This is an optimization exercise on Yosys and OpenROAD, whose aim is small area, a short achievable clock period and few clock cycles per item, not a production implementation.
RTL that was checked went through simulation tests only; none was proved equivalent to the original.
Power figures rest on the tool's default switching activity, not on a simulated workload.

the baseline:
==> flow/design.v (excerpt) <==
module booth_multiplier(clk, reset_n, multiplier, multiplicand, op_start, op_clear, op_done, result);
Size in the first run: roughly 3,400 cells after synthesis, roughly 0.025 mm2 of cells after synthesis.
clock: 6.0 ns
lec_check: 0
abc_area: 1
cap_margin: 20
core_margin: 2
core_utilization: 40
setup_slack_margin: 3.2
slew_margin: 20
synth_hierarchical: 1
tns_end_percent: 5
standard.sh (not shown) runs the stock make flow with config.mk's settings and CLKGATE_MAP_FILE= SYNTH_SCRIPT=/design/flow/synth_recipe.tcl, a recipe that flattens the netlist after the stock synthesis.
==> flow/flow/run.sh <==
#!/bin/bash
# Standard ORFS layout, with the port buffers made of the smallest buffer cell.
set -euo pipefail
cd "$(dirname "$0")/.."
bash standard.sh 'BUFFER_PORTS_ARGS=-buffer_cell sky130_fd_sc_hd__buf_1' finish > standard_flow.log 2>&1
Testbench counts of the baseline, summed over its fixed seeds: cycles 5,632, items 512.
Edits applied to the flow inputs when going from the baseline to the candidate:
Settings: a deleted ABC_AREA that had been 1; a change of CORE_UTILIZATION from 40 to 55.
Findings:
- Per the comparison of the candidate with the baseline, sequential share of cell area went up by 2.2 points; filler cell count in the final layout went down by about 44%; area added between synthesis and finish went down by 4.1 points.
- Est. power | the candidate vs the baseline | the candidate lower
- Die area was higher in the baseline than in the candidate.
- No run among the baseline and the candidate stopped early or left any final violation; all are clean.


== onyx ==
Another version of the RTL of booth_multiplier (not shown whole).
For scale: about 2900 cells after synthesis, roughly 290 flip-flops, roughly 0.026 sq mm of cells after synthesis.
==> flow/config.mk <==
export PLATFORM = sky130hd
export DESIGN_NAME = booth_multiplier
export DESIGN_NICKNAME = booth_multiplier
export VERILOG_FILES = /design/flow/design.v
export SDC_FILE = /design/flow/constraint.sdc
export NUM_CORES = 4
export LEC_CHECK = 0
export CAP_MARGIN = 20
export CORE_MARGIN = 2
export CORE_UTILIZATION = 40
export SETUP_SLACK_MARGIN = 3.2
export SLEW_MARGIN = 20
export TNS_END_PERCENT = 5
==> flow/constraint.sdc <==
create_clock -name core_clock -period 6.0 [get_ports {clk}]
set_input_delay 1.2000 -clock core_clock [delete_from_list [all_inputs] [get_ports {clk}]]
set_output_delay 1.2000 -clock core_clock [all_outputs]
set_load 0.01 [all_outputs]
Scripts as last shown in full above: flow/flow/run.sh
onyx went all the way through synthesis, placement and routing and the layout is clean on timing, DRC and antenna.
--- input diff onyx..garnet ---
Settings: SETUP_SLACK_MARGIN: 3.2 -> 3.6.
==> results.txt <==
pend_s[3]$_SDFF_PP0_ as the first element of the critical path was reported by garnet, and sel1[1]$_DFF_P_ by onyx. From onyx to garnet the numbers moved as follows: first-iteration DRC count increased 689; minimum clock period after layout increased 96 ps; ratio of final minimum period to clock period increased 1.6 points; met1 layer wirelength in the final routing increased 2.6%; core utilization of the finished layout increased 1.7 points.
Setup changes, garnet to xenon
Settings: SETUP_SLACK_MARGIN: 3.6 -> 2.2.
==> comparison <==
The met2 wire length of xenon falls short of that of garnet by about 12%. Looking at via total after detailed routing, xenon sits 6.9% lower than garnet does. Comparing xenon and garnet, the lower minimum clock period after layout was measured on garnet. Comparing xenon and garnet, number of antenna cells inserted is lower on xenon. Run comparison: xenon top layer used by detailed routing met4; garnet top layer used by detailed routing met5. Route | xenon vs garnet | wire shorter in xenon. xenon: data arrival time of the critical path higher than garnet. [compare] base=garnet new=xenon: utilization saw a decrease; maximum vdd ir drop now sits lower; setup slack went down; number of flip-flops and latches ~0 delta.
### xenon -> zinc
Settings: removing TNS_END_PERCENT (formerly 5); setting CTS_BUF_LIST to sky130_fd_sc_hd__clkbuf_4 sky130_fd_sc_hd__clkbuf_8 for the first time; removing SETUP_SLACK_MARGIN (formerly 2.2).
--- outcome ---
- Delta (zinc minus xenon): global router's overall resource usage flat, wire length of the first global-routing pass decreased by 0.36% relative to the old numbers, iteration-0 DRC count of the detailed router went up by 0.36%, total power consumption of the routed design stayed essentially flat.
- Diff zinc..xenon | share of the core filled with cells in the final layout | negligible
- On clock skew, zinc does worse than xenon.
- There was hardly any difference in sequential power between zinc and xenon.
- xenon and zinc ended up with roughly the same multi-input gate share of total cell area.
Function was not checked in any run of this note: the RTL went through the layout flow alone.


## red
booth_multiplier with an RTL version that a note above also has.
For scale: roughly 2500 cells after synthesis.
clock: 6.0 ns
lec_check: 0
cap_margin: 20
core_margin: 2
core_utilization: 40
place_density: 0.8
setup_slack_margin: 3.2
slew_margin: 20
synth_hierarchical: 1
tns_end_percent: 5
Scripts as last shown in full above: flow/flow/run.sh
Testbench counts of red, summed over its fixed seeds: cycles 5,632, items 512.
#### Input delta (blue over red)
Settings: a deleted PLACE_DENSITY that had been 0.8; an added CTS_CLUSTER_SIZE of 24; an added CTS_CLUSTER_DIAMETER of 70.
[summary]
- blue was carried through to the last stage, and its layout satisfied the timing, DRC and antenna checks.
- red finished all stages; the layout is clean.
- On register-to-register slack, red loses to blue.
- The post-route cell area on blue is in line with that on red.
- The clock network area share in blue sits 0.28 points below the value recorded for red.
- The final worst setup slack in blue was higher than what red gave.
- For sum of internal, switching and leakage power, red and blue come out practically identical.
- From red to blue the numbers moved as follows: final period utilization saw a decrease; number of antenna violations at the first check in global routing saw a decrease.
- blue vs red: met1 routing resource usage after global routing up in blue
Modified inputs, green compared to blue
Settings: removing CTS_CLUSTER_SIZE (formerly 24); removing CTS_CLUSTER_DIAMETER (formerly 70).
[summary]
- Compared with blue, green shows number of DRC markers in iteration 0 that has gone down by a little under 10%.
- green vs blue on wire length on met3: green is the higher one.
- green has wire length of the first global-routing pass above what blue had.
Input changes introduced in orange (baseline for comparison: green):
Settings: CORE_UTILIZATION: 40 -> 45; TNS_END_PERCENT: 5 -> 10.
## What came out
- Clock network power: orange vs green — no meaningful difference
- On final period utilization: between green and orange, it ends up higher for orange.
- Clock tree cell share of total cell area (higher): green
- Compared to green, orange was floorplanned on a smaller die.

[static timing again, ports no longer ideal]
How much do the figures lean on ideal ports? The routed layouts below were timed once more, with nothing changed but the port constraints.
Step 1 (the two cells are an assumption about what drives the block):
set clk [get_ports {clk}]
set_driving_cell -lib_cell sky130_fd_sc_hd__clkbuf_16 $clk
set_driving_cell -lib_cell sky130_fd_sc_hd__buf_2 [delete_from_list [all_inputs] $clk]
Step 2 also shifts input and output timing later by t, the mid clock arrival at the registers, as if the neighbouring blocks saw the same clock.
a / b / c = ideal ports / drivers / drivers and shift; a / b = the first two.
| run | t, ns | setup WS [ns] | cell pins on the clock port's net |
|---|---|---|---|
| the baseline | 0.647 | 2.821 / 2.841 / 2.194 | 1 |
| the candidate | 0.617 | 2.766 / 2.802 / 2.186 | 1 |
| onyx | 0.629 | 2.866 / 2.866 / 2.866 | 1 |
| garnet | 0.645 | 2.770 / 2.770 / 2.770 | 1 |
| xenon | 0.634 | 2.125 / 2.125 / 2.125 | 1 |
| zinc | 0.714 | 1.971 / 1.971 / 1.971 | 1 |
| red | 0.630 | 2.741 / 2.741 / 2.148 | 1 |
| blue | 0.628 | 2.811 / 2.821 / 2.202 | 1 |
| green | 0.635 | 2.820 / 2.840 / 2.205 | 1 |
| orange | 0.652 | 2.737 / 2.737 / 2.236 | 1 |
After both steps setup and hold are still met in every run listed. The setup slack of the baseline, which loses most, moves by +0.020 ns with the drivers and by -0.627 ns with both steps.
